What follows belongs to an exercise in optimizing a design on an open flow for small area, a short achievable clock period and few clock cycles; a production flow would make more cautious choices.
Only simulation tests tie the RTL to the original design; equivalence was not proved.
Power figures rest on the tool's default switching activity, not on a simulated workload.

`flow/design.v`:
```
module Registers(
input logic clk,rst,
input logic RegWrite_ctr,
input logic [4:0]Read_Reg1,Read_Reg2,Write_Reg,
input logic [31:0]Write_Data,
output logic[31:0]Read_Data1,Read_Data2);
logic [31:0] Register [0:31];
always@(posedge clk or posedge rst)
  begin
    if(rst)begin
		Register[0]<=0;
		Register[1]<=0;
		Register[2]<=0;
		Register[3]<=0;
		Register[4]<=0;
		Register[5]<=0;
		Register[6]<=0;
		Register[7]<=0;
		Register[8]<=0;
		Register[9]<=0;
		Register[10]<=0;
		Register[11]<=0;
		Register[12]<=0;
		Register[13]<=0;
		Register[14]<=0;
		Register[15]<=0;
		Register[16]<=0;
		Register[17]<=0;
		Register[18]<=0;
		Register[19]<=0;
		Register[20]<=0;
		Register[21]<=0;
		Register[22]<=0;
		Register[23]<=0;
		Register[24]<=0;
		Register[25]<=0;
		Register[26]<=0;
		Register[27]<=0;
		Register[28]<=0;
		Register[29]<=0;
		Register[30]<=0;
		Register[31]<=0;
    end    
    else begin 
		if(RegWrite_ctr)begin
		  case(Write_Reg)
			5'd0:  Register[0]<=0;
			5'd1:  Register[1]<=Write_Data;
			5'd2:  Register[2]<=Write_Data;
			5'd3:  Register[3]<=Write_Data;
			5'd4:  Register[4]<=Write_Data;
			5'd5:  Register[5]<=Write_Data;
			5'd6:  Register[6]<=Write_Data;
			5'd7:  Register[7]<=Write_Data;
			5'd8:  Register[8]<=Write_Data;
			5'd9:  Register[9]<=Write_Data;
			5'd10: Register[10]<=Write_Data;
			5'd11: Register[11]<=Write_Data;
			5'd12: Register[12]<=Write_Data;
			5'd13: Register[13]<=Write_Data;
			5'd14: Register[14]<=Write_Data;
			5'd15: Register[15]<=Write_Data;
			5'd16: Register[16]<=Write_Data;
			5'd17: Register[17]<=Write_Data;
			5'd18: Register[18]<=Write_Data;
			5'd19: Register[19]<=Write_Data;
			5'd20: Register[20]<=Write_Data;
			5'd21: Register[21]<=Write_Data;
			5'd22: Register[22]<=Write_Data;
			5'd23: Register[23]<=Write_Data;
			5'd24: Register[24]<=Write_Data;
			5'd25: Register[25]<=Write_Data;
			5'd26: Register[26]<=Write_Data;
			5'd27: Register[27]<=Write_Data;
			5'd28: Register[28]<=Write_Data;
			5'd29: Register[29]<=Write_Data;
			5'd30: Register[30]<=Write_Data;
			5'd31: Register[31]<=Write_Data;
		  endcase
		end
    end
  end
always@(*) 
  begin
	  if((Read_Reg1 == Write_Reg )&& RegWrite_ctr && (Write_Reg != 5'd0))
	    Read_Data1=Write_Data;
	  else
		Read_Data1=Register[Read_Reg1];
  end
always@(*) 
    begin
	  if((Read_Reg2 == Write_Reg )&& RegWrite_ctr && (Write_Reg != 5'd0))
	    Read_Data2=Write_Data;
	  else
		Read_Data2=Register[Read_Reg2];
    end
endmodule
module Control_unit(
output logic Jump,Branch,MemRead,
output logic [3:0]MemWrite,
output logic ALUSrc,RegWrite,LB,PC_Imm_ctr,JALR,branch_inv,
output logic [2:0]Imm_type_control,
output logic [1:0]ALUOP,rdSrc,
output logic ChipSel,
output logic SB,
input [2:0]funct3,
input [6:0]opcode,
input [1:0]Imm_last2_bit
    );
always@(*)
  begin
    case(opcode)
	  7'b0000011:begin  
	    Imm_type_control=3'b001;  
		Jump=1'b0;                   
		Branch=1'b0;                 
		JALR=1'b0;                   
		MemRead=1'b1;                
		MemWrite=4'b1111;          
		ALUSrc=1'b1;                  
		RegWrite=1'b1;                
		ALUOP=2'b00;               
		rdSrc=2'b01;                 
        if(funct3==3'b000)LB=1'b1;                	   
		else LB=1'b0;
		PC_Imm_ctr=1'b0;               
        ChipSel=1'b1;                  
        branch_inv=1'b0;               
		SB=1'b0;		
	  end
	  7'b0100011:begin  
	    Imm_type_control=3'b010;  
		Jump=1'b0;                   
		Branch=1'b0;                 
		JALR=1'b0;                   
		MemRead=1'b0;                
		if(funct3==3'b000)
		  SB=1'b1;
		else SB=1'b0;   
		MemWrite=4'b0000; 
		ALUSrc=1'b1;                  
		RegWrite=1'b0;                
		ALUOP=2'b00;                
		rdSrc=2'b00;                 
        LB=1'b0;                	   
		PC_Imm_ctr=1'b0;               
        ChipSel=1'b1;                  
		branch_inv=1'b0;               
	  end
	  7'b1100011:begin  
	    Imm_type_control=3'b011;  
		Jump=1'b0;                   
		Branch=1'b1;                 
		JALR=1'b0;                   
		MemRead=1'b0;                
		MemWrite=4'b1111;                
		ALUSrc=1'b0;                  
		RegWrite=1'b0;                
		ALUOP=2'b01;                
		rdSrc=2'b00;                 
        LB=1'b0;                	   
		PC_Imm_ctr=1'b0;               
        ChipSel=1'b0;                  
        case(funct3)
		3'b000:branch_inv=1'b1;
		3'b001:branch_inv=1'b0;
		3'b100:branch_inv=1'b1;
		3'b101:branch_inv=1'b0;
		3'b110:branch_inv=1'b1;
		3'b111:branch_inv=1'b0;
		default:branch_inv=1'b1;
        endcase	
		SB=1'b0;
	  end
	  7'b0110011:begin  
	    Imm_type_control=3'b111;  
		Jump=1'b0;                   
		Branch=1'b0;                 
		JALR=1'b0;                   
		MemRead=1'b0;                
		MemWrite=4'b1111;                
		ALUSrc=1'b0;                  
		RegWrite=1'b1;                
		ALUOP=2'b10;                
		rdSrc=2'b00;                 
        LB=1'b0;                	   
		PC_Imm_ctr=1'b0;               
        ChipSel=1'b0;                  
		branch_inv=1'b0;               
		SB=1'b0;
	  end
	  7'b0010011:begin  
	    Imm_type_control=3'b001;  
		Jump=1'b0;                   
		Branch=1'b0;                 
		JALR=1'b0;                   
		MemRead=1'b0;                
		MemWrite=4'b1111;                
		ALUSrc=1'b1;                  
		RegWrite=1'b1;                
		ALUOP=2'b11;                
		rdSrc=2'b00;                 
        LB=1'b0;                	   
		PC_Imm_ctr=1'b0;               
        ChipSel=1'b0;                  
		branch_inv=1'b0;               
		SB=1'b0;
	  end
	  7'b1100111:begin  
	    Imm_type_control=3'b001;  
		Jump=1'b0;                   
		Branch=1'b0;                 
		JALR=1'b1;                   
		MemRead=1'b0;                
		MemWrite=4'b1111;                
		ALUSrc=1'b1;                  
		RegWrite=1'b1;                
		ALUOP=2'b00;                
		rdSrc=2'b10;                 
        LB=1'b0;                	   
		PC_Imm_ctr=1'b0;               
        ChipSel=1'b0;                  
		branch_inv=1'b0;               
		SB=1'b0;
	  end		
	  7'b0010111:begin  
	    Imm_type_control=3'b100;  
		Jump=1'b0;                   
		Branch=1'b0;                 
		JALR=1'b0;                   
		MemRead=1'b0;                
		MemWrite=4'b1111;                
		ALUSrc=1'b0;                  
		RegWrite=1'b1;                
		ALUOP=2'b10;                
		rdSrc=2'b11;                 
        LB=1'b0;                	   
		PC_Imm_ctr=1'b1;               
        ChipSel=1'b0;                  
		branch_inv=1'b0;               
		SB=1'b0;
	  end
	  7'b0110111:begin  
	    Imm_type_control=3'b100;  
		Jump=1'b0;                   
		Branch=1'b0;                 
		JALR=1'b0;                   
		MemRead=1'b0;                
		MemWrite=4'b1111;                
		ALUSrc=1'b0;                  
		RegWrite=1'b1;                
		ALUOP=2'b10;                
		rdSrc=2'b11;                 
        LB=1'b0;                	   
		PC_Imm_ctr=1'b0;               
        ChipSel=1'b0;                  
		branch_inv=1'b0;               
		SB=1'b0;
	  end
	  7'b1101111:begin  
	    Imm_type_control=3'b101;  
		Jump=1'b1;                   
		Branch=1'b0;                 
		JALR=1'b0;                   
		MemRead=1'b0;                
		MemWrite=4'b1111;                
		ALUSrc=1'b0;                  
		RegWrite=1'b1;                
		ALUOP=2'b10;                
		rdSrc=2'b10;                 
        LB=1'b0;                	   
		PC_Imm_ctr=1'b1;               
        ChipSel=1'b0;                  
		branch_inv=1'b0;               
		SB=1'b0;
	  end	  
	  default:begin 
	    Imm_type_control=3'b111;  
		Jump=1'b0;                   
		Branch=1'b0;                 
		JALR=1'b0;                   
		MemRead=1'b0;                
		MemWrite=4'b1111;                
		ALUSrc=1'b0;                  
		RegWrite=1'b0;                
		ALUOP=2'b11;                
		rdSrc=2'b00;                 
        LB=1'b0;                	   
		PC_Imm_ctr=1'b0;               
        ChipSel=1'b0;                  
		branch_inv=1'b0;               
		SB=1'b0;
	  end
	endcase
  end
endmodule  
module ALU(
output logic [31:0]ALU_result,
output logic ALU_zero,
input [31:0]ALU_in1,ALU_in2,
input [3:0]ALU_ctr
    );
always@(*)  
  begin
    case(ALU_ctr)
      4'b0000:ALU_result=ALU_in1+ALU_in2;  
      4'b0001:ALU_result=ALU_in1-ALU_in2;  
	  4'b0010:ALU_result=ALU_in1<<ALU_in2[4:0];  
      4'b0011:begin                       
          if($signed(ALU_in1)<$signed(ALU_in2)) ALU_result=1;
          else ALU_result=32'd0;end              	
      4'b0100:begin                       
          if(ALU_in1<ALU_in2) ALU_result=1;
          else ALU_result=32'd0;end              	     		  
      4'b0101:ALU_result=ALU_in1^ALU_in2;     
      4'b0110:ALU_result=ALU_in1>>ALU_in2[4:0];  
      4'b0111:ALU_result=$signed(ALU_in1)>>>ALU_in2[4:0];  
      4'b1000:ALU_result=ALU_in1|ALU_in2;     
      4'b1001:ALU_result=ALU_in1&ALU_in2;  
	  4'b1010:begin                        
          if(ALU_in1==ALU_in2) ALU_result=1;
          else ALU_result=32'd0;end 	  
      default:ALU_result=32'd0;      
    endcase
  end
always@(*)
  begin
    if(ALU_result==32'd0)
      ALU_zero=1'b1;
    else
      ALU_zero=1'b0;
  end  
endmodule
module ALU_control_unit(
output logic [3:0]ALU_ctr,
input [1:0]ALUop,
input [2:0]funct3,
input [6:0]funct7
    );
always@(*)
  begin
   if(ALUop==2'b00)
     begin
       ALU_ctr=4'b0000;  
     end
   else if(ALUop==2'b01)
     begin
       case(funct3)
	     3'b000: ALU_ctr=4'b1010;  
		 3'b001: ALU_ctr=4'b1010;  
		 3'b100: ALU_ctr=4'b0011;  
		 3'b101: ALU_ctr=4'b0011;  
		 3'b110: ALU_ctr=4'b0100;  
		 3'b111: ALU_ctr=4'b0100;  
		 default:ALU_ctr=4'b1111;
	   endcase
     end
   else if(ALUop==2'b10)  
     begin
       case(funct3)
	     3'b000: begin
		   if(funct7==7'b0000000) ALU_ctr=4'b0000;  
		   else ALU_ctr=4'b0001; end  
		 3'b001: ALU_ctr=4'b0010;  
		 3'b010: ALU_ctr=4'b0011;  
		 3'b011: ALU_ctr=4'b0100;  
		 3'b100: ALU_ctr=4'b0101;  
		 3'b101: begin
		   if(funct7==7'b0000000) ALU_ctr=4'b0110;  
		   else ALU_ctr=4'b0111; end  
		 3'b110: ALU_ctr=4'b1000;  
		 3'b111: ALU_ctr=4'b1001;  
	   endcase      
     end
	else if(ALUop==2'b11)  
     begin
       case(funct3)
	     3'b000: ALU_ctr=4'b0000;  
		 3'b001: ALU_ctr=4'b0010;  
		 3'b010: ALU_ctr=4'b0011;  
		 3'b011: ALU_ctr=4'b0100;  
		 3'b100: ALU_ctr=4'b0101;  
		 3'b101: begin
		   if(funct7==7'b0000000) ALU_ctr=4'b0110;  
		   else ALU_ctr=4'b0111; end  
		 3'b110: ALU_ctr=4'b1000;  
		 3'b111: ALU_ctr=4'b1001;  
	   endcase      
     end 
   else ALU_ctr=4'b1111;
  end
  endmodule
module Imm_Gen(
output logic [31:0]Imm_out,
input [31:0]Instruction,
input [2:0]Imm_type_control
);
always@(*)
begin
  case(Imm_type_control)
    3'b001: Imm_out={{20{Instruction[31]}},Instruction[31:20]};  
    3'b010: Imm_out={{20{Instruction[31]}},Instruction[31:25],Instruction[11:7]};  
    3'b011: Imm_out={{20{Instruction[31]}},Instruction[7],Instruction[30:25],Instruction[11:8],1'b0};  
    3'b100: Imm_out={Instruction[31:12],{12{1'b0}}};  
    3'b101: Imm_out={{12{Instruction[31]}},Instruction[19:12],Instruction[20],Instruction[30:21],1'b0};  
	default: Imm_out=32'b0;
  endcase
end
endmodule
module Forward_unit(
output logic [1:0]Forward_rs1,
output logic [1:0]Forward_rs2,
output logic [1:0]Forward_SW,
output logic WB_rs1_hazard,WB_rs2_hazard,
input [4:0]EX_rs1_addr,
input [4:0]EX_rs2_addr,
input [4:0]ID_rs1_addr,
input [4:0]ID_rs2_addr,
input [4:0]MEM_rd_addr,
input [4:0]WB_rd_addr,
input MEM_RegWrite,WB_RegWrite,
input [6:0]EX_OP
);
logic EX_rs1_hazard,MEM_rs1_hazard,EX_rs2_hazard,MEM_rs2_hazard;
always_comb  
begin
  if((MEM_RegWrite)&(MEM_rd_addr!=5'd0))begin
    if(EX_rs1_addr==MEM_rd_addr) EX_rs1_hazard=1'b1;
    else EX_rs1_hazard=1'b0;
    if(EX_rs2_addr==MEM_rd_addr) EX_rs2_hazard=1'b1;
    else EX_rs2_hazard=1'b0;	
  end
  else begin
    EX_rs1_hazard=1'b0;
	EX_rs2_hazard=1'b0;
  end
end
always_comb  
begin
  if((WB_RegWrite)&(WB_rd_addr!=5'd0))begin
    if((EX_rs1_addr==WB_rd_addr)&(!(EX_rs1_hazard))) MEM_rs1_hazard=1'b1;
    else MEM_rs1_hazard=1'b0;
    if((EX_rs2_addr==WB_rd_addr)&(!(EX_rs2_hazard))) MEM_rs2_hazard=1'b1;
    else MEM_rs2_hazard=1'b0;	
  end
  else begin
    MEM_rs1_hazard=1'b0;
	MEM_rs2_hazard=1'b0;
  end
end
always_comb  
begin
  if((WB_RegWrite)&(WB_rd_addr!=5'd0))begin
    if((ID_rs1_addr==WB_rd_addr)&(!(EX_rs1_hazard))) WB_rs1_hazard=1'b1;
    else WB_rs1_hazard=1'b0;
    if((ID_rs2_addr==WB_rd_addr)&(!(EX_rs2_hazard))) WB_rs2_hazard=1'b1;
    else WB_rs2_hazard=1'b0;	
  end
  else begin
    WB_rs1_hazard=1'b0;
	WB_rs2_hazard=1'b0;
  end
end
always_comb
begin
  if(EX_OP==7'd3)begin
    if((MEM_RegWrite)&&(EX_rs2_addr==MEM_rd_addr))
	  Forward_SW=2'd1;
	else if ((WB_RegWrite)&&(EX_rs2_addr==WB_rd_addr))
	  Forward_SW=2'd2;
	else 
	  Forward_SW=2'd0;
  end
  else Forward_SW=2'd0;
end
always_comb
begin
  case({EX_rs1_hazard,MEM_rs1_hazard})
  2'b00:Forward_rs1=2'b00;
  2'b01:Forward_rs1=2'b01;
  2'b10:Forward_rs1=2'b10;
  2'b11:Forward_rs1=2'b10;
  endcase
end
always_comb
begin
  case({EX_rs2_hazard,MEM_rs2_hazard})
  2'b00:Forward_rs2=2'b00;
  2'b01:Forward_rs2=2'b01;
  2'b10:Forward_rs2=2'b10;
  2'b11:Forward_rs2=2'b10;
  endcase
end
endmodule
module Hazard_Detection(
output logic stall,
input EX_MemRead,
input[4:0]ID_rs1_addr,ID_rs2_addr,
input[4:0]EX_rd_addr
);
always_comb
begin
  if(EX_MemRead)begin
    if((ID_rs1_addr==EX_rd_addr)|(ID_rs2_addr==EX_rd_addr)) stall=1'b1;
	else stall=1'b0;
  end
  else stall=1'b0;
end	
endmodule	
module CPU(
output logic IM_CS,IM_OE,DM_CS,DM_OE,
output logic [3:0]IM_WEB,DM_WEB,
output logic [31:0]IM_addr,DM_addr,
output logic [31:0]DM_Data_in,
input clk,rst,
input [31:0]IM_Data_out,DM_Data_out
);
logic PCSrc,PC_start;
logic [31:0]PC_in1,PC_in_,PC_add4,PC_add_Imm,PC_in,PC,Imm_add_rs1,PC_delay1,PC_add4_delay1;
logic [31:0]ID_PC_add4,ID_PC,ID_Instruction;
logic [31:0]ID_Read_Data1,ID_Read_Data2;
logic [31:0]Write_Data;
logic [31:0]ID_Imm_out; 
logic ID_Jump,ID_Branch,ID_MemRead;
logic [2:0]ID_Imm_type_control;
logic ID_ALUSrc,ID_RegWrite,ID_LB,ID_PC_Imm_ctr,ID_JALR,ID_Chipsel,ID_branch_inv;
logic [1:0]ID_ALUOP,ID_rdSrc;
logic [3:0]ID_MemWrite;
logic [4:0]ID_rs1_addr,ID_rs2_addr;
logic stall,stall2;
logic EX_Jump,EX_Branch,EX_MemRead;
logic EX_ALUSrc,EX_RegWrite,EX_LB,EX_PC_Imm_ctr,EX_JALR,EX_Chipsel,EX_branch_inv;
logic [1:0]EX_ALUOP,EX_rdSrc;
logic [3:0]EX_MemWrite; 
logic [31:0]EX_Read_Data1,EX_Read_Data2;
logic [31:0]EX_Imm_out,EX_PC_add4,EX_PC;
logic [4:0]EX_rd_addr;
logic [2:0]EX_funct3;
logic [6:0]EX_funct7;
logic [31:0]EX_Imm_out_shift1,EX_PC_add_Imm;
logic [31:0]ALU_in1,ALU_in2,EX_ALU_result;
logic [3:0]ALU_ctr;
logic EX_ALU_zero;
logic [4:0]EX_rs1_addr,EX_rs2_addr;
logic [1:0]Forward_rs1,Forward_rs2;
logic [31:0]Imm_or_ReadData2;
logic EX_stall;
logic MEM_Jump,MEM_Branch,MEM_JALR,MEM_MemRead,MEM_Chipsel,MEM_branch_inv;
logic MEM_RegWrite,MEM_LB,MEM_PC_Imm_ctr;
logic [1:0]MEM_rdSrc;
logic [3:0]MEM_MemWrite; 
logic [31:0]MEM_ALU_result,MEM_PC_add_Imm,MEM_PC_add4,MEM_Imm_out,MEM_Read_Data2;
logic MEM_ALU_zero;
logic [4:0]MEM_rd_addr;
logic [31:0]MEM_PC_add_Imm_or_Imm;
logic [31:0]MEM_DM_Data;
logic [31:0]MEM_forward;
logic MEM_stall;
logic WB_RegWrite,WB_LB;
logic [1:0]WB_rdSrc; 
logic [4:0]WB_rd_addr;
logic WB_MemRead;
logic [31:0]WB_PC_add4,WB_PC_add_Imm_or_Imm,WB_DM_Data_out,WB_ALU_result;
logic [31:0]DM_Data;
logic WB_stall;
logic stall_data;
logic WB_flush,MEM_flush,flush_data;
logic flush;
always_comb  
begin
  if(PCSrc) PC_in1=EX_PC_add_Imm;
  else  PC_in1=PC_add4; 
end	
logic PC_valid;
always@(posedge clk or posedge rst)
begin
  if(rst) PC_valid<=1'b0;
  else PC_valid<=1'b1;
end
always_comb  
begin
  case({EX_Jump,EX_JALR})   
    2'b00: PC_in_=PC_in1;           
	2'b01: PC_in_=Imm_add_rs1;      
	2'b10: PC_in_=EX_PC_add_Imm;       
	default: PC_in_=PC_in1;
  endcase
end
logic [31:0]PC_next;
always_comb 
begin
  if(stall) PC_next=PC-32'd8;
  else PC_next=PC_in_;
end
always@(posedge clk or posedge rst)
begin
  if(rst) PC<=32'd0; 
  else if(!PC_valid) PC<=32'd0;    
  else PC<=PC_next;
end
logic [31:0]Instruction;
always_comb
begin
  if(flush|stall|stall_data) Instruction=32'd0;
  else Instruction=IM_Data_out;
end
always_comb
begin
  PC_add4=PC+32'd4;
end
always_comb 
begin
  if(PC_valid) 
    IM_addr=PC;
  else IM_addr=32'd0;
  IM_WEB=4'b1111;
  IM_CS=1'b1;
  IM_OE=1'b1;
end
always@(posedge clk or posedge rst)
begin
if(rst)begin
    PC_delay1<=32'd0;
	PC_add4_delay1<=32'd0;
  end
  else if(flush|stall)begin
    PC_delay1<=32'd0;
	PC_add4_delay1<=32'd0;
  end
  else begin
    PC_delay1<=PC;
	PC_add4_delay1<=PC_add4;	
	end
end
always@(posedge clk or posedge rst)
begin
  if(rst)
    stall_data <= 1'b0;
  else
  begin
    if(stall==1'b1)
      stall_data <= 1'b1;
    else
      stall_data <= 1'b0;   
  end 
end
always@(posedge clk or posedge rst)
begin
  if(rst)begin
    ID_PC_add4<=32'd0;
	ID_PC<=32'd0;
	ID_Instruction<=32'd0;
  end  
  else begin
    if (flush_data|stall)begin
	  ID_PC_add4<=32'd0;
	  ID_PC<=32'd0;
	  ID_Instruction<=32'd0;	
	end
	else begin
	  ID_PC_add4<=PC_add4_delay1;
	  ID_PC<=PC_delay1;
	  if(PC-32'd4==32'hfffffffc)
	    ID_Instruction<=0; 
	  else
	    ID_Instruction<=Instruction; 
    end
  end
end
logic [4:0]ID_rd_addr;
assign ID_rs1_addr=ID_Instruction[19:15];
assign ID_rs2_addr=ID_Instruction[24:20];
assign ID_rd_addr=ID_Instruction[11:7];
always_comb
begin
  if(PCSrc|EX_JALR|EX_Jump)
    flush=1'b1;
  else 
    flush=1'b0;
end
assign flush_data=flush|MEM_flush;
logic WB_rs1_hazard,WB_rs2_hazard;
logic [31:0]Write_Data_;
logic [31:0]Read_Data1,Read_Data2;
assign Write_Data_=(WB_RegWrite)?Write_Data:32'd0;
Registers registers(
.Read_Data1(ID_Read_Data1),.Read_Data2(ID_Read_Data2), 
.clk(clk),.rst(rst),
.RegWrite_ctr(WB_RegWrite),    
.Read_Reg1(ID_rs1_addr),.Read_Reg2(ID_rs2_addr),.Write_Reg(WB_rd_addr),
.Write_Data(Write_Data_)
);
Imm_Gen Imm_gen(
.Imm_out(ID_Imm_out),
.Instruction(ID_Instruction),
.Imm_type_control(ID_Imm_type_control)
);
logic [1:0]Imm_last2_bit;
logic ID_SB;
assign Imm_last2_bit=ID_Imm_out[1:0];
Control_unit control_unit(
.Imm_type_control(ID_Imm_type_control),.Jump(ID_Jump),.Branch(ID_Branch),.MemRead(ID_MemRead),
.MemWrite(ID_MemWrite),.ALUSrc(ID_ALUSrc),.RegWrite(ID_RegWrite),.LB(ID_LB),.PC_Imm_ctr(ID_PC_Imm_ctr),.JALR(ID_JALR),.branch_inv(ID_branch_inv),
.ALUOP(ID_ALUOP),.rdSrc(ID_rdSrc),.ChipSel(ID_Chipsel),.SB(ID_SB),
.funct3(ID_Instruction[14:12]),
.opcode(ID_Instruction[6:0]),
.Imm_last2_bit(Imm_last2_bit)
);
logic [6:0]ID_opcode;
assign ID_opcode=ID_Instruction[6:0];
Hazard_Detection LW_hazard_detect(
.stall(stall),
.EX_MemRead(EX_MemRead),
.ID_rs1_addr(ID_rs1_addr),.ID_rs2_addr(ID_rs2_addr),
.EX_rd_addr(EX_rd_addr)
);
logic[6:0]ID_OP,EX_OP; 
logic EX_SB;
logic EX_Jump_delay1           ;
logic EX_Branch_delay1         ;
logic EX_JALR_delay1           ;
logic EX_MemRead_delay1        ;
logic [3:0]EX_MemWrite_delay1  ;
logic EX_ALUSrc_delay1         ;
logic EX_RegWrite_delay1       ;
logic [1:0]EX_ALUOP_delay1     ;
logic [1:0]EX_rdSrc_delay1     ;
logic EX_LB_delay1             ;
logic EX_SB_delay1             ;
logic EX_PC_Imm_ctr_delay1     ;
logic EX_Chipsel_delay1        ;
logic EX_branch_inv_delay1     ;
logic EX_stall_delay1          ;
assign ID_OP=ID_Instruction[6:0];
always@(posedge clk or posedge rst )  
begin
  if(rst)begin
	EX_Jump<=1'b0;                 
	EX_Branch<=1'b0;               
	EX_JALR<=1'b0;                 
	EX_MemRead<=1'b0;              
	EX_MemWrite<=4'b1111;             
	EX_ALUSrc<=1'b0;               
	EX_RegWrite<=1'b0;             
	EX_ALUOP<=2'b00;            
	EX_rdSrc<=2'b00;            
	EX_LB<=1'b0;  
    EX_SB<=1'b0;	
	EX_PC_Imm_ctr<=1'b0;
    EX_Chipsel<=1'b0;
    EX_branch_inv<=1'b0;	
	EX_stall<=1'b0;
  end
  else begin
   if(flush|stall)begin
		EX_Jump<=1'b0;                 
		EX_Branch<=1'b0;               
		EX_JALR<=1'b0;                 
		EX_MemRead<=1'b0;              
		EX_MemWrite<=4'b1111;             
		EX_ALUSrc<=1'b0;               
		EX_RegWrite<=1'b0;             
		EX_ALUOP<=2'b00;            
		EX_rdSrc<=2'b00;            
		EX_LB<=1'b0;  
		EX_SB<=1'b0;	
		EX_PC_Imm_ctr<=1'b0;
		EX_Chipsel<=1'b0;
		EX_branch_inv<=1'b0;	
		EX_stall<=1'b0;
   end
	else begin
		EX_Jump<=ID_Jump;                 
		EX_Branch<=ID_Branch;               
		EX_JALR<=ID_JALR;                 
		EX_MemRead<=ID_MemRead;              
		EX_MemWrite<=ID_MemWrite;             
		EX_ALUSrc<=ID_ALUSrc;               
		EX_RegWrite<=ID_RegWrite;             
		EX_ALUOP<=ID_ALUOP;            
		EX_rdSrc<=ID_rdSrc;            
		EX_LB<=ID_LB; 
        EX_SB<=ID_SB;		
		EX_PC_Imm_ctr<=ID_PC_Imm_ctr;  
		EX_Chipsel<=ID_Chipsel;	
	    EX_branch_inv<=ID_branch_inv;
		EX_stall<=stall;
	end
  end
end
logic [31:0]EX_Read_Data1_delay1;
logic [31:0]EX_Read_Data2_delay1;
logic [31:0]EX_Imm_out_delay1   ;
logic [4:0]EX_rd_addr_delay1    ;
logic [31:0]EX_PC_add4_delay1   ;
logic [31:0]EX_PC_delay1        ;
logic [2:0]EX_funct3_delay1     ;
logic [6:0]EX_funct7_delay1     ;
logic [4:0]EX_rs1_addr_delay1   ;
logic [4:0]EX_rs2_addr_delay1   ;
logic [6:0]EX_OP_delay1         ;
always@(posedge clk or posedge rst )  
begin
  if(rst)begin
    EX_Read_Data1    <=32'd0; 
    EX_Read_Data2    <=32'd0;
    EX_Imm_out       <=32'd0;	
	EX_rd_addr       <=5'd0;
	EX_PC_add4       <=32'd0;
	EX_PC            <=32'd0;
	EX_funct3        <=3'd0;
	EX_funct7        <=7'd0;
    EX_rs1_addr      <=5'd0;
	EX_rs2_addr      <=5'd0;
	EX_OP            <=7'd0; 
  end
  else if(flush|stall)begin
    EX_Read_Data1<=32'd0; 
    EX_Read_Data2<=32'd0;
    EX_Imm_out<=32'd0;	
	EX_rd_addr<=5'd0;
	EX_PC_add4<=32'd0;
	EX_PC<=32'd0;
	EX_funct3<=3'd0;
	EX_funct7<=7'd0;
    EX_rs1_addr<=5'd0;
	EX_rs2_addr<=5'd0;
	EX_OP<=7'd0; 
  end	
  else begin
    EX_Read_Data1<=ID_Read_Data1; 
    EX_Read_Data2<=ID_Read_Data2;
    EX_Imm_out<=ID_Imm_out;    
	EX_rd_addr<=ID_Instruction[11:7];
	EX_PC_add4<=ID_PC_add4;
	EX_PC<=ID_PC;
	EX_funct3<=ID_Instruction[14:12];
	EX_funct7<=ID_Instruction[31:25];
    EX_rs1_addr<=ID_rs1_addr;
	EX_rs2_addr<=ID_rs2_addr;
    EX_OP<=ID_OP;  
  end
end
logic[31:0]MEM_PC;
assign EX_Imm_out_shift1=EX_Imm_out; 
assign EX_PC_add_Imm=EX_Imm_out_shift1+EX_PC;  
ALU_control_unit alu_control_unit(
.ALU_ctr(ALU_ctr),
.ALUop(EX_ALUOP),
.funct3(EX_funct3),
.funct7(EX_funct7)
);
logic [31:0]ALU_in1_fw;
always_comb
begin
  case(Forward_rs1)
  2'b00:ALU_in1_fw=EX_Read_Data1;
  2'b01:ALU_in1_fw=Write_Data;
  2'b10:ALU_in1_fw=MEM_forward;
  default:ALU_in1_fw=EX_Read_Data1;
  endcase
end
assign ALU_in1= ALU_in1_fw;
logic [31:0]ALU_in2_fw;
always_comb
begin
  case(Forward_rs2)
  2'b00:ALU_in2_fw=EX_Read_Data2;
  2'b01:ALU_in2_fw=Write_Data;
  2'b10:ALU_in2_fw=MEM_forward;
  default:ALU_in2_fw=EX_Read_Data2;  
  endcase
end
assign ALU_in2=(EX_ALUSrc)?EX_Imm_out:ALU_in2_fw;
ALU alu(
.ALU_result(EX_ALU_result),
.ALU_zero(EX_ALU_zero),
.ALU_in1(ALU_in1),.ALU_in2(ALU_in2),
.ALU_ctr(ALU_ctr)
);
logic [1:0]Forward_SW;
Forward_unit forward_unit(
.Forward_rs1(Forward_rs1),
.Forward_rs2(Forward_rs2),
.Forward_SW(Forward_SW),
.WB_rs1_hazard(WB_rs1_hazard),
.WB_rs2_hazard(WB_rs2_hazard),
.EX_rs1_addr(EX_rs1_addr),
.EX_rs2_addr(EX_rs2_addr),
.ID_rs1_addr(ID_rs1_addr),
.ID_rs2_addr(ID_rs2_addr),
.MEM_rd_addr(MEM_rd_addr),
.WB_rd_addr(WB_rd_addr),
.MEM_RegWrite(MEM_RegWrite),
.WB_RegWrite(WB_RegWrite),
.EX_OP(EX_OP)
);
logic [31:0]MEM_ALU_in2;
logic MEM_SB;
always@(posedge clk or posedge rst )  
begin
  if(rst)begin
	MEM_Jump<=1'b0;                 
	MEM_Branch<=1'b0;               
	MEM_JALR<=1'b0;                 
	MEM_MemRead<=1'b0;              
	MEM_MemWrite<=4'b1111;                         
	MEM_RegWrite<=1'b0;                        
	MEM_rdSrc<=2'b00;            
	MEM_LB<=1'b0;    
	MEM_SB<=1'b0;      	
	MEM_PC_Imm_ctr<=1'b0;
    MEM_Chipsel<=1'b0;	
    MEM_flush<=1'b0;	
	MEM_stall<=1'b0;	
  end
	else begin
		MEM_Jump<=EX_Jump;                 
		MEM_Branch<=EX_Branch;               
		MEM_JALR<=EX_JALR;                 
		MEM_MemRead<=EX_MemRead;              
		MEM_MemWrite<=EX_MemWrite;                         
		MEM_RegWrite<=EX_RegWrite;                       
		MEM_rdSrc<=EX_rdSrc;            
		MEM_LB<=EX_LB;
        MEM_SB<=EX_SB;		
		MEM_PC_Imm_ctr<=EX_PC_Imm_ctr;
		MEM_Chipsel<=EX_Chipsel;	
        MEM_flush<=flush;
        MEM_stall<=EX_stall;		
	end
end
always@(posedge clk or posedge rst )  
begin
  if(rst)begin
    MEM_ALU_result   <=32'd0;
	MEM_ALU_zero     <=1'b0;
	MEM_PC_add_Imm   <=32'd0;
	MEM_PC_add4      <=32'd0;
	MEM_Imm_out      <=32'd0;
	MEM_Read_Data2   <=32'd0;
	MEM_rd_addr	     <=5'd0;
    MEM_ALU_in2<=32'd0;	
	MEM_PC<=32'd0;
  end
  else begin
    MEM_ALU_result   <=EX_ALU_result;
	MEM_ALU_zero     <=EX_ALU_zero  ;
	MEM_PC_add_Imm   <=EX_PC_add_Imm;
	MEM_PC_add4      <=EX_PC_add4   ;
	MEM_Imm_out      <=EX_Imm_out   ;
	MEM_Read_Data2   <=EX_Read_Data2;
	MEM_rd_addr	     <=EX_rd_addr   ;  
	if(Forward_SW==2'd1) MEM_ALU_in2<=MEM_ALU_result;
	else if (Forward_SW==2'd2) MEM_ALU_in2<=Write_Data;
	else MEM_ALU_in2	  	 <=ALU_in2_fw; 
	MEM_PC           <=EX_PC;
  end
end
logic condition_satisfy;
assign condition_satisfy=(EX_branch_inv)?(!EX_ALU_zero) : EX_ALU_zero;
assign PCSrc = EX_Branch & condition_satisfy;  
assign MEM_PC_add_Imm_or_Imm=(MEM_PC_Imm_ctr)? MEM_PC_add_Imm : MEM_Imm_out ;
assign PC_add_Imm=MEM_PC_add_Imm;
assign Imm_add_rs1=EX_ALU_result;
logic [3:0]MEM_SB_MemWrite;
logic [31:0]DM_SB_in;
logic WB_SB;
always_comb
begin
  if(MEM_SB)begin
    case(MEM_ALU_result[1:0])
	2'b00:begin
	  DM_SB_in={24'd0,MEM_ALU_in2[7:0]};
	  MEM_SB_MemWrite=4'b1110;
	end
	2'b01:begin
	  DM_SB_in={16'd0,MEM_ALU_in2[7:0],8'd0};
	  MEM_SB_MemWrite=4'b1101;
	end
	2'b10:begin
	  DM_SB_in={8'd0,MEM_ALU_in2[7:0],16'd0};
	  MEM_SB_MemWrite=4'b1011;
	end
	2'b11:begin
	  DM_SB_in={MEM_ALU_in2[7:0],24'd0};
	  MEM_SB_MemWrite=4'b0111;
	end
	endcase
  end
  else begin
    DM_SB_in=MEM_ALU_in2;
	MEM_SB_MemWrite=MEM_MemWrite;  
  end
end
logic [31:0]DM_SB_in_;
always_comb  
begin
  DM_CS=1'b1;
  DM_WEB=MEM_SB_MemWrite;
  if(DM_CS) DM_addr=MEM_ALU_result;
  else DM_addr=32'd0;
  DM_Data_in=DM_SB_in;
  DM_OE=WB_MemRead;
end
logic [7:0]WB_DM_byte;
assign WB_DM_byte=DM_Data_out[{WB_ALU_result[1:0],3'b000}+:8];
assign MEM_DM_Data=(WB_LB)?{{24{WB_DM_byte[7]}},WB_DM_byte}:DM_Data_out; 
always_comb
begin
  case(MEM_rdSrc)
    2'b00:MEM_forward=MEM_ALU_result;
	2'b10:MEM_forward=MEM_PC_add4;
	2'b11:MEM_forward=MEM_PC_add_Imm_or_Imm;
	default:MEM_forward=MEM_ALU_result;
  endcase
end
always@(posedge clk or posedge rst )  
begin
  if(rst)begin                                                                                               
	WB_rdSrc<=2'b00;            
	WB_LB<=1'b0;   
    WB_RegWrite<=1'b0;
	WB_flush<=1'b0;
	WB_MemRead<=1'b0;
	WB_stall<=1'b0;
	WB_SB<=1'b0;
  end
  else begin      
	WB_rdSrc<=MEM_rdSrc;            
	WB_LB<=MEM_LB;  
	WB_RegWrite<=MEM_RegWrite;
	WB_flush<=MEM_flush;	
	WB_MemRead<=MEM_MemRead;
	WB_stall<=MEM_stall;	
    WB_SB<=MEM_SB;	
  end
end
logic[31:0] WB_DM_Data;
always@(posedge clk or posedge rst )  
begin
  if(rst)begin	
	WB_PC_add4          <=32'd0;
	WB_PC_add_Imm_or_Imm<=32'd0;
	WB_rd_addr	        <=5'd0; 
    WB_DM_Data_out      <=32'd0; 
    WB_ALU_result 	    <=32'd0;
	WB_DM_Data         <=32'd0;
  end
  else begin
	WB_PC_add4          <=MEM_PC_add4;          
	WB_PC_add_Imm_or_Imm<=MEM_PC_add_Imm_or_Imm;    
	WB_rd_addr	        <=MEM_rd_addr; 
	WB_DM_Data_out      <=DM_Data_out;
    WB_ALU_result 	    <=MEM_ALU_result;	
	WB_DM_Data          <=MEM_DM_Data;
  end
end
always_comb
begin
  case(WB_rdSrc)
    2'b00:Write_Data=WB_ALU_result;
	2'b01:Write_Data=MEM_DM_Data;
	2'b10:Write_Data=WB_PC_add4;
	2'b11:Write_Data=WB_PC_add_Imm_or_Imm;
  endcase
end
endmodule
```
`flow/config.mk`:
```
export PLATFORM = sky130hd
export DESIGN_NAME = CPU
export DESIGN_NICKNAME = CPU
export VERILOG_FILES = /design/flow/design.v
export SDC_FILE = /design/flow/constraint.sdc
export NUM_CORES = 8
export LEC_CHECK = 0
export CAP_MARGIN = 20
export CORE_MARGIN = 2
export CORE_UTILIZATION = 40
export SLEW_MARGIN = 20
```
`flow/constraint.sdc`:
```
create_clock -name core_clock -period 10.0 [get_ports {clk}]
set_input_delay 2.0000 -clock core_clock [delete_from_list [all_inputs] [get_ports {clk}]]
set_output_delay 2.0000 -clock core_clock [all_outputs]
set_load 0.01 [all_outputs]
```
`flow/run.sh`:
```
#!/bin/bash
# synth_recipe.tcl (not shown) runs the flow's synth.tcl, then flattens the netlist and writes it again
# the make line also repeats each setting of config.mk as NAME=value (left out here)
make -C /OpenROAD-flow-scripts/flow DESIGN_CONFIG=/design/flow/config.mk WORK_HOME=/design/flow/orfs CLKGATE_MAP_FILE= SYNTH_SCRIPT=/design/flow/synth_recipe.tcl finish
```
==> impl_metrics.py <==
metrics = {
    "timing": {
        "hold_viol": 0,
        "slew_violations": 0,
        "worst_pin_slew_ps": 1200,
        "slew_headroom_pct": 18.0,
        "rsz0062_at_grt": "no",
        "clock.fmax_mhz": 104,
        "fin_crit_ps": 9650,
        "fin_tns_setup_ps": 0,
        "finalCritPeriodShare_pct": 96.5,
        "setup_viol": 0,
        "finalClockSkew_ps": 67.7,
    },
    "routing": {
        "drtPass1Iterations": 13,
        "drc": 0,
        "ant_nets": 0,
        "num_vias": 84500,
        "drtIter0Drc": 16600,
        "viasPerCell": 6.84,
        "routed_wl_um": 471000,
        "wire_per_inst_um": 38.2,
    },
    "layout": {
        "area.growth.synth_to_final_pct": 16.8,
        "final_net_count": 9544,
        "layout.cells.non_filler": 12400,
        "fill_cells": 20000,
        "drive_above_1_share_pct": 12.9,
    },
    "worst_setup_path": {
        "path_buf_inv": 11,
        "path_max_fanout": 102,
        "cp-start-kind": "primary input",
        "cp.required_ps": 10770,
        "slowest_delay_ps": 670,
        "cp_common_cell": "buf_4",
        "critPathTopFamily": "compound AO/OA/AOI/OAI gates",
        "endpoint_kind": "flip-flop",
        "critPathKind": "primary input to flip-flop",
        "crit_slowest_cell": "a2111oi_0",
        "cp.arrival_ps": 10420,
    },
    "yosys": {
        "synthMuxAreaShare_pct": 3.45,
        "yosysWarnings": 9,
        "yosysUniqueCellTypes": 108,
        "syn_inst": 9172,
        "synth_compound_area_share_pct": 24.3,
        "ys_seq_area_share_pct": 48.9,
        "synth_top_area_share_pct": 48.8,
        "netlist.top_cell.by_area": "dfrtp_1",
        "syn_area_um2": 85400,
        "yosysMostFrequentCell": "dfrtp_1",
        "synth_xor_xnor_area_share_pct": 1.65,
        "yosys-top-cells-count": "dfrtp_1, nand2_1, o21ai_0",
        "synth_top_family_by_area": "compound AO/OA/AOI/OAI gates",
        "synth_fa_ha_area_share_pct": 2.11,
        "synth_edf_count": 0,
        "ys.flop_type": "dfrtp_1",
        "ys_ff_latch": 1667,
        "synth_area_leaders": "dfrtp_1, o21ai_0, nand2_1",
        "async_flop_share_pct": 100,
        "syn_avg_cell_area_um2": 9.31,
        "yosys.area_share.simple_pct": 14.9,
    },
    "global_route": {
        "grt_pass1_wl_um": 645000,
        "globalRouteTotalUtil_pct": 42.4,
        "antenna_found_initial": 45,
        "grt-ovfl-total": 0,
        "grt_max_degree": 162,
        "grt_pass1_vias": 79100,
    },
    "power": {
        "p_per_area_nw_per_um2": 224,
        "ir_worst_vdd_v": 0.000174,
        "power.leakage_nw": 45.1,
    },
    "place": {
        "gp_routability_congestion": 1.09,
        "hpwlAfterDp_um": 319000,
        "dp_cells": 12000,
        "io_buffer_count": 166,
    },
    "floorplan": {
        "die_h_um": 466,
        "fp.dieW_um": 466,
        "num_io_pins": 174,
        "fp.dieArea_um2": 217000,
        "start_util_pct": 40.2,
        "core-area_um2": 212000,
        "rows": 169,
    },
    "flow_run": {
        "cap_viol_max_count": 0,
    },
    "clock_tree": {
        "cts.htree.levels": 4,
        "cts_resized": 0,
        "clkSlewWorstSetupHoldPaths_ps": 60,
        "cts_tree": "done",
        "numCtsBuffers": 179,
        "cts_hold_buf": 0,
        "numClockSinks": 1667,
        "cts_buffer_depth": 3,
        "root_buffer": "clkbuf_16",
        "clk_latency_ps": 910,
        "postCtsSetupRepairBufs": 0,
    },
    "run_status": {
        "status": "finished clean",
    },
    "worst_hold_path": {
        "hold_class": "flip-flop to flip-flop",
    },
}
[layer usage]
metal,wire (um),track usage [%],vias up
met5,308,1.36,-
met2,188000,58.5,7409
met3,64800,16.6,2242
li1,-,-,33600
met4,39500,27.4,23
met1,178000,55.0,41300
[sequential cells by signal (all words and copies together) (netlist names), 7 cells and up]
name and cells:
EX_Read_Data2 32, PC_add4_delay1 32, ID_PC 32, EX_OP 7
ID_Instruction 32, PC_delay1 30, MEM_ALU_result 32, EX_funct7 7
WB_PC_add4 32, ID_PC_add4 30, MEM_PC_add_Imm 32, EX_Imm_out 32
EX_PC_add4 30, MEM_ALU_in2 32, WB_PC_add_Imm_or_Imm 32, PC 32
EX_Read_Data1 32, MEM_PC_add4 32, EX_PC 32, MEM_Imm_out 32
WB_ALU_result 32, registers.Register 992
[placed cells by master (no fill, tap or decap), types with 101 or more instances in the layout]
cell / count
dfrtp_1: 1661
nand2_1: 1285
o21ai_0: 1179
buf_4: 607
a22oi_1: 460
nor2_1: 423
and2_1: 285
a21oi_1: 280
a221oi_1: 277
a22o_1: 233
mux2i_1: 206
nand3_1: 205
clkbuf_16: 180
inv_1: 178
clkdlybuf4s50_1: 166
nor3_1: 141
ha_1: 138
o22ai_1: 128
nand4_1: 110
xnor2_1: 101
[worst paths after layout]
path / slack, ps / depth (start not counted) / to / startpoint
worst max-delay path: 350 / 32 / EX_Read_Data2[27] / DM_Data_out[31]
worst min-delay path: 340 / 0 / MEM_PC_add4[7] / EX_PC_add4[7]
worst max register to register: 830 / 31 / EX_Read_Data2[27] / WB_rdSrc[0]
worst min register to register: 340 / 0 / MEM_PC_add4[7] / EX_PC_add4[7]
max in group asynchronous: 6230 / 4 / PC[26] / rst
min in group asynchronous: 1560 / 2 / registers.Register[21][16] / rst
[kinds of logic (layout without fill, tap and decap cells)]
kind of cell,after synthesis,count (layout)
buffers and inverters,1009,1311
AO/OA/AOI/OAI,3107,3107
other,1,56
XOR/XNOR,161,161
flip-flops,1667,1667
adder cells (fa/ha/maj),142,142
multiplexers,282,282
AND/OR/NAND/NOR,2803,2803
[layout make-up]
| class | count | area [um2] | area share (%) |
|---|---|---|---|
| clock inverter | 81 | 1280 | 1.28 |
| timing repair buffer | 798 | 6710 | 6.73 |
| inverter | 187 | 714 | 0.716 |
| multi-input combinational | 6503 | 40500 | 40.6 |
| sequential | 1667 | 41700 | 41.8 |
| tap | 2821 | 3530 | 3.54 |
| clock buffer | 245 | 5170 | 5.18 |
| antenna | 48 | 120 | 0.120 |
[worst reg2reg max path, delay by kind of cell (launching register included)]
family | cells | cell delay [ps]
DFF | 1 | 820
adders and majority gates | 1 | 360
and+or+nand+nor | 5 | 1960
buffers and inverters | 10 | 2150
AOI/OAI and AO/OA | 15 | 3770
[where the power goes]
part | leakage (nW) | switching [mW] | internal [mW]
Combinational | 24.0 | 4.62 | 2.31
Sequential | 17.9 | 0.701 | 7.38
Clock | 3.15 | 3.07 | 4.25
Total | 45.1 | 8.39 | 13.9
[metrics by stage]
stage | setup slack, ps | hold WS, ps | instance area [um2] | utilization [%] | total power, mW
global placement | -78.2 | 335 | 93100 | 43.9 | 14.8
CTS | 731 | 343 | 99600 | 47.0 | 22.0
finish | 352 | 342 | 99700 | 47.0 | 22.3
detailed placement | -76.6 | 335 | 93200 | 43.9 | 14.8
floorplan | -15110 | 331 | 85400 | - | 11.4
global route | 225 | 360 | 99600 | 47.0 | 22.9
Testbench counts, summed over its fixed seeds: cycles 29,173.

==> port drivers added, routing unchanged <==
How much do the figures lean on ideal ports? The routed layout below was timed once more, with nothing changed but the port constraints. Step 1: set_driving_cell puts a clkbuf_16 on clk and a buf_2 on each other input, an assumption about the parent block. Step 2 times the ports against the registers' clock, not the clock port: input delays grow and output delays shrink by t, the midpoint of the rising clock arrivals with the driver on. Slacks: no drivers / after step 1 / after step 2; pairs: no drivers / after step 1.
shift t [ns]: 0.960
slack for setup (ns): 0.352 / 0.419 / -0.541
pins driven straight from the clock port: 1
With both steps, setup timing fails in this run, where it was met with ideal ports. The setup slack of this run moves by +0.067 ns with the drivers and by -0.893 ns with both steps.
